Background: an optimization exercise with open tools, aiming at small area. Do not read the settings as production practice. Where RTL was checked, it was by simulation tests only, not by an equivalence proof against the original. Power is estimated from default activity; no workload was simulated.

Setup of the baseline:
==> flow/design.v <==
module EBRController(input  logic clk,
                     input  logic reset,
                     input  logic w_enable,
                     input  logic r_enable,
                     input  logic get_buffer,
                     input  logic [63:0][5:0] y_in,
                     input  logic [4:0] addr,
                     output logic row_valid,
                     output logic [5:0] row_0_pos,
                     output logic [5:0] row_1_pos);
	logic st_clear, st_write;
	logic [63:0][5:0] w_pos, o_pos, d_pos;
	logic w_valid, o_valid, d_valid;
	logic o_load, d_load;
	always_ff @(posedge clk) begin
		if (reset) begin
			st_clear <= 1'b0;
			st_write <= 1'b0;
		end else begin
			st_clear <= ~st_clear & ~st_write & w_enable;
			st_write <= st_clear;
		end
	end
	always_ff @(posedge clk) begin
		if (st_clear) w_valid <= 1'b0;
		if (st_write) w_valid <= 1'b1;
	end
	HoldReg #(.N(384)) WBuf(.clk(clk), .load(st_write), .hold(~st_write), .d(y_in), .q(w_pos));
	assign o_load = ~st_clear & ~st_write & get_buffer;
	HoldReg #(.N(385)) OBuf(.clk(clk), .load(o_load), .hold(~o_load),
		.d({w_valid, w_pos}), .q({o_valid, o_pos}));
	assign d_load = ~r_enable & get_buffer;
	HoldReg #(.N(385)) DBuf(.clk(clk), .load(d_load), .hold(~d_load),
		.d({o_valid, o_pos}), .q({d_valid, d_pos}));
	logic [31:0] sel;
	logic [5:0] rd0, rd1;
	RowDecode Dec(.addr(addr), .sel(sel));
	RowSelect Sel0(.sel(sel), .rows(d_pos[31:0]), .row(rd0));
	RowSelect Sel1(.sel(sel), .rows(d_pos[63:32]), .row(rd1));
	HoldReg #(.N(13)) RowRegs(.clk(clk), .load(r_enable), .hold(~r_enable),
		.d({d_valid, rd1, rd0}), .q({row_valid, row_1_pos, row_0_pos}));
endmodule
module RowDecode(input logic [4:0] addr, output logic [31:0] sel);
	always_comb
		for (int k = 0; k < 32; k++) sel[k] = addr == k[4:0];
endmodule
module SelectAOI3(input logic [2:0] sel, input logic [2:0] d, output logic y_n);
	assign y_n = ~|(sel & d);
endmodule
module RowSelect(input logic [31:0] sel, input logic [31:0][5:0] rows, output logic [5:0] row);
	logic [5:0][31:0] d_t;
	logic [5:0][10:0] part_n;
	for (genvar b = 0; b < 6; b++) begin : g_bit
		for (genvar k = 0; k < 32; k++) begin : g_row
			assign d_t[b][k] = rows[k][b];
		end
		for (genvar g = 0; g < 10; g++) begin : g_grp
			SelectAOI3 Aoi(.sel(sel[3*g +: 3]), .d(d_t[b][3*g +: 3]), .y_n(part_n[b][g]));
		end
		SelectAOI3 AoiLast(.sel(sel[31:29]), .d(d_t[b][31:29]), .y_n(part_n[b][10]));
		assign row[b] = ~&part_n[b];
	end
endmodule
module HoldReg #(parameter N = 1) (input  logic clk,
                                   input  logic load,
                                   input  logic hold,
                                   input  logic [N-1:0] d,
                                   output logic [N-1:0] q);
	always_ff @(posedge clk)
		q <= ({N{load}} & d) | ({N{hold}} & q);
endmodule
module DisplayController(input  logic clk,
                         input  logic reset,
                         input  logic row_valid,
                         input  logic [5:0] row_0_pos,
                         input  logic [5:0] row_1_pos,
                         output logic [4:0] current_addr,
                         output logic blank,
                         output logic latch,
                         output logic r0_out,
                         output logic r1_out,
                         output logic g0_out,
                         output logic g1_out,
                         output logic b0_out,
                         output logic b1_out,
                         output logic out_clk,
                         output logic read_en);
	logic [6:0] t;
	logic [3:0] pwm_cnt;
	logic first;	 
	always_ff @(posedge clk) begin
		if (reset) begin
			t       <= 7'd59;
			first   <= 1'b1;
			pwm_cnt <= '0;
		end else begin
			if (t == 7'd5) t <= (pwm_cnt == 4'd0) ? 7'd60 : 7'd63;
			else           t <= t + 7'd1;
			if (t == 7'd5) first <= 1'b0;
			pwm_cnt <= pwm_cnt + (t == 7'd4);
		end
	end
	always_ff @(posedge clk) begin
		if (first && (t == 7'd59 || t == 7'd60 || t == 7'd61)) current_addr <= '0;
		else if (t == 7'd62 && !first) current_addr <= current_addr + 5'd1;
	end
	assign latch   = t == 7'd1;
	assign blank   = ~(t == 7'd2 || t == 7'd3);
	assign out_clk = t[6];
	assign read_en = (t == 7'd60 && first) || (t == 7'd64 && pwm_cnt == 4'd0 && !first);
	PixelColour Colour(.row_valid(row_valid), .row_0_pos(row_0_pos), .row_1_pos(row_1_pos),
		.count(t[5:0] & {6{t[6]}}), .pwm_cnt(pwm_cnt), .rgb({r0_out, r1_out, g0_out, g1_out, b0_out, b1_out}));
endmodule
module PixelColour(input  logic row_valid,
                   input  logic [5:0] row_0_pos,
                   input  logic [5:0] row_1_pos,
                   input  logic [5:0] count,
                   input  logic [3:0] pwm_cnt,
                   output logic [5:0] rgb);
	logic hit0, hit1, r_on, g_on, b_on;
	assign hit0 = row_valid & (row_0_pos == count);
	assign hit1 = row_valid & (row_1_pos == count);
	assign r_on = pwm_cnt != 4'd15;
	assign g_on = pwm_cnt < 4'd14;
	assign b_on = pwm_cnt < 4'd5;
	assign rgb = {hit0 & r_on, hit1 & r_on, hit0 & g_on, hit1 & g_on, hit0 & b_on, hit1 & b_on};
endmodule
module led_matrix_top(input  logic clk,
                      input  logic r,
                      input  logic w_enable,
                      input  logic get_buffer,
                      input  logic [383:0] y_in,
                      output logic r0_out,
                      output logic r1_out,
                      output logic g0_out,
                      output logic g1_out,
                      output logic b0_out,
                      output logic b1_out,
                      output logic latch,
                      output logic OE,
                      output logic sck,
                      output logic [4:0] addr);
	logic reset, read_en, row_valid;
	logic [5:0] row_0_pos, row_1_pos;
	assign reset = ~r;
	EBRController FrameBuffer(.clk(clk), .reset(reset), .w_enable(w_enable), .r_enable(read_en),
		.get_buffer(get_buffer), .y_in(y_in), .addr(addr),
		.row_valid(row_valid), .row_0_pos(row_0_pos), .row_1_pos(row_1_pos));
	DisplayController Display(.clk(clk), .reset(reset), .row_valid(row_valid),
		.row_0_pos(row_0_pos), .row_1_pos(row_1_pos), .current_addr(addr), .blank(OE),
		.latch(latch), .r0_out(r0_out), .r1_out(r1_out), .g0_out(g0_out), .g1_out(g1_out),
		.b0_out(b0_out), .b1_out(b1_out), .out_clk(sck), .read_en(read_en));
endmodule
export LEC_CHECK = 0
export CAP_MARGIN = 20
export CORE_MARGIN = 2
export CORE_UTILIZATION = 70
export PLACE_DENSITY = 0.8
export SLEW_MARGIN = 20
export SYNTH_HIERARCHICAL = 1
export SYNTH_MINIMUM_KEEP_SIZE = 0
create_clock -name core_clock -period 10.0 [get_ports {clk}]
standard.sh (not shown) runs the stock make flow with config.mk's settings and CLKGATE_MAP_FILE= SYNTH_SCRIPT=/design/flow/synth_recipe.tcl, a recipe that flattens the netlist after the stock synthesis.
==> flow/flow/run.sh <==
#!/bin/bash
# Standard ORFS layout with smaller port buffers and a clock tree built from
# larger sink clusters, without dummy loads.
set -euo pipefail
bash standard.sh \
  BUFFER_PORTS_ARGS="-buffer_cell sky130_fd_sc_hd__buf_1" \
  CTS_ARGS="-sink_clustering_enable -repair_clock_nets -dont_use_dummy_load -sink_clustering_size 30 -sink_clustering_max_diameter 60 -buf_list {sky130_fd_sc_hd__clkbuf_16}" \
  finish > flow.log 2>&1
The final layout from the baseline, which completed every stage, passed the timing, DRC and antenna checks at the end of the flow.
What the candidate does differently from the baseline at the input level:
==> flow/design.v, changed modules only <==
module RowSelect(input logic [31:0] sel, input logic [31:0][5:0] rows, output logic [5:0] row);
	logic [32:0] sel_x;
	logic [5:0][32:0] d_x;
	logic [5:0][10:0] part_n;
	assign sel_x = {1'b0, sel};
	for (genvar b = 0; b < 6; b++) begin : g_bit
		for (genvar k = 0; k < 33; k++) begin : g_row
			if (k < 32) assign d_x[b][k] = rows[k][b];
			else        assign d_x[b][k] = 1'b0;
		end
		for (genvar g = 0; g < 11; g++) begin : g_grp
			SelectAOI3 Aoi(.sel(sel_x[3*g +: 3]), .d(d_x[b][3*g +: 3]), .y_n(part_n[b][g]));
		end
		assign row[b] = ~&part_n[b];
	end
endmodule
Findings:
End of the critical path: FrameBuffer.DBuf.q[233]$_DFF_P_ -> the candidate, FrameBuffer.DBuf.q[160]$_DFF_P_ -> the baseline
The baseline → the candidate: flip-flop and latch share of the layout cell area held steady, number of placed cells counting well taps has increased, number of combinational gates with multiple inputs now larger.
Going from the baseline to the candidate, the setup slack after layout was found to have gone up by 0.55 ns.
Changes observed in the candidate relative to the baseline: routed wire length saw little to no change, number of vias after detailed routing saw little to no change, detail-routed via count per cell saw a decrease, power consumption saw a decrease, placed standard-cell area saw an increase.
Diff the baseline -> the candidate: synthesized area divided by synthesized cell count roughly the same, die area roughly the same, cell count higher, utilization of the core after routing roughly the same.
No functional check of the RTL was part of the candidate.

[what the ideal ports hide]
The flow's constraints put no driver on any port. The routed layouts listed below were extracted and timed again, unchanged, in two steps.
Step 1 (the two cells are an assumption about what drives the block):
set clk [get_ports {clk}]
set_driving_cell -lib_cell sky130_fd_sc_hd__clkbuf_16 $clk
set_driving_cell -lib_cell sky130_fd_sc_hd__buf_2 [delete_from_list [all_inputs] $clk]
Step 2, shift: input delay + t, output delay - t, t = (earliest + latest rising clock arrival at the registers) / 2. This alone moves slack from input paths to output paths.
Three values: ideal, step 1, step 2; two values: the first two.
run	t, ns	setup WS [ns]	clock arrival spread, ns	slew at the worst register clock pin (ns)	cell pins on the clock port's net
the baseline	0.681	4.547 / 4.547 / 4.289	0.076 / 0.075	0.11 / 0.11	1
the candidate	0.686	5.099 / 5.091 / 4.416	0.052 / 0.051	0.11 / 0.11	1
After both steps every run listed still meets setup and hold. For the candidate, which loses most, drivers alone change the setup slack by -0.008 ns; drivers and shift together by -0.683 ns.
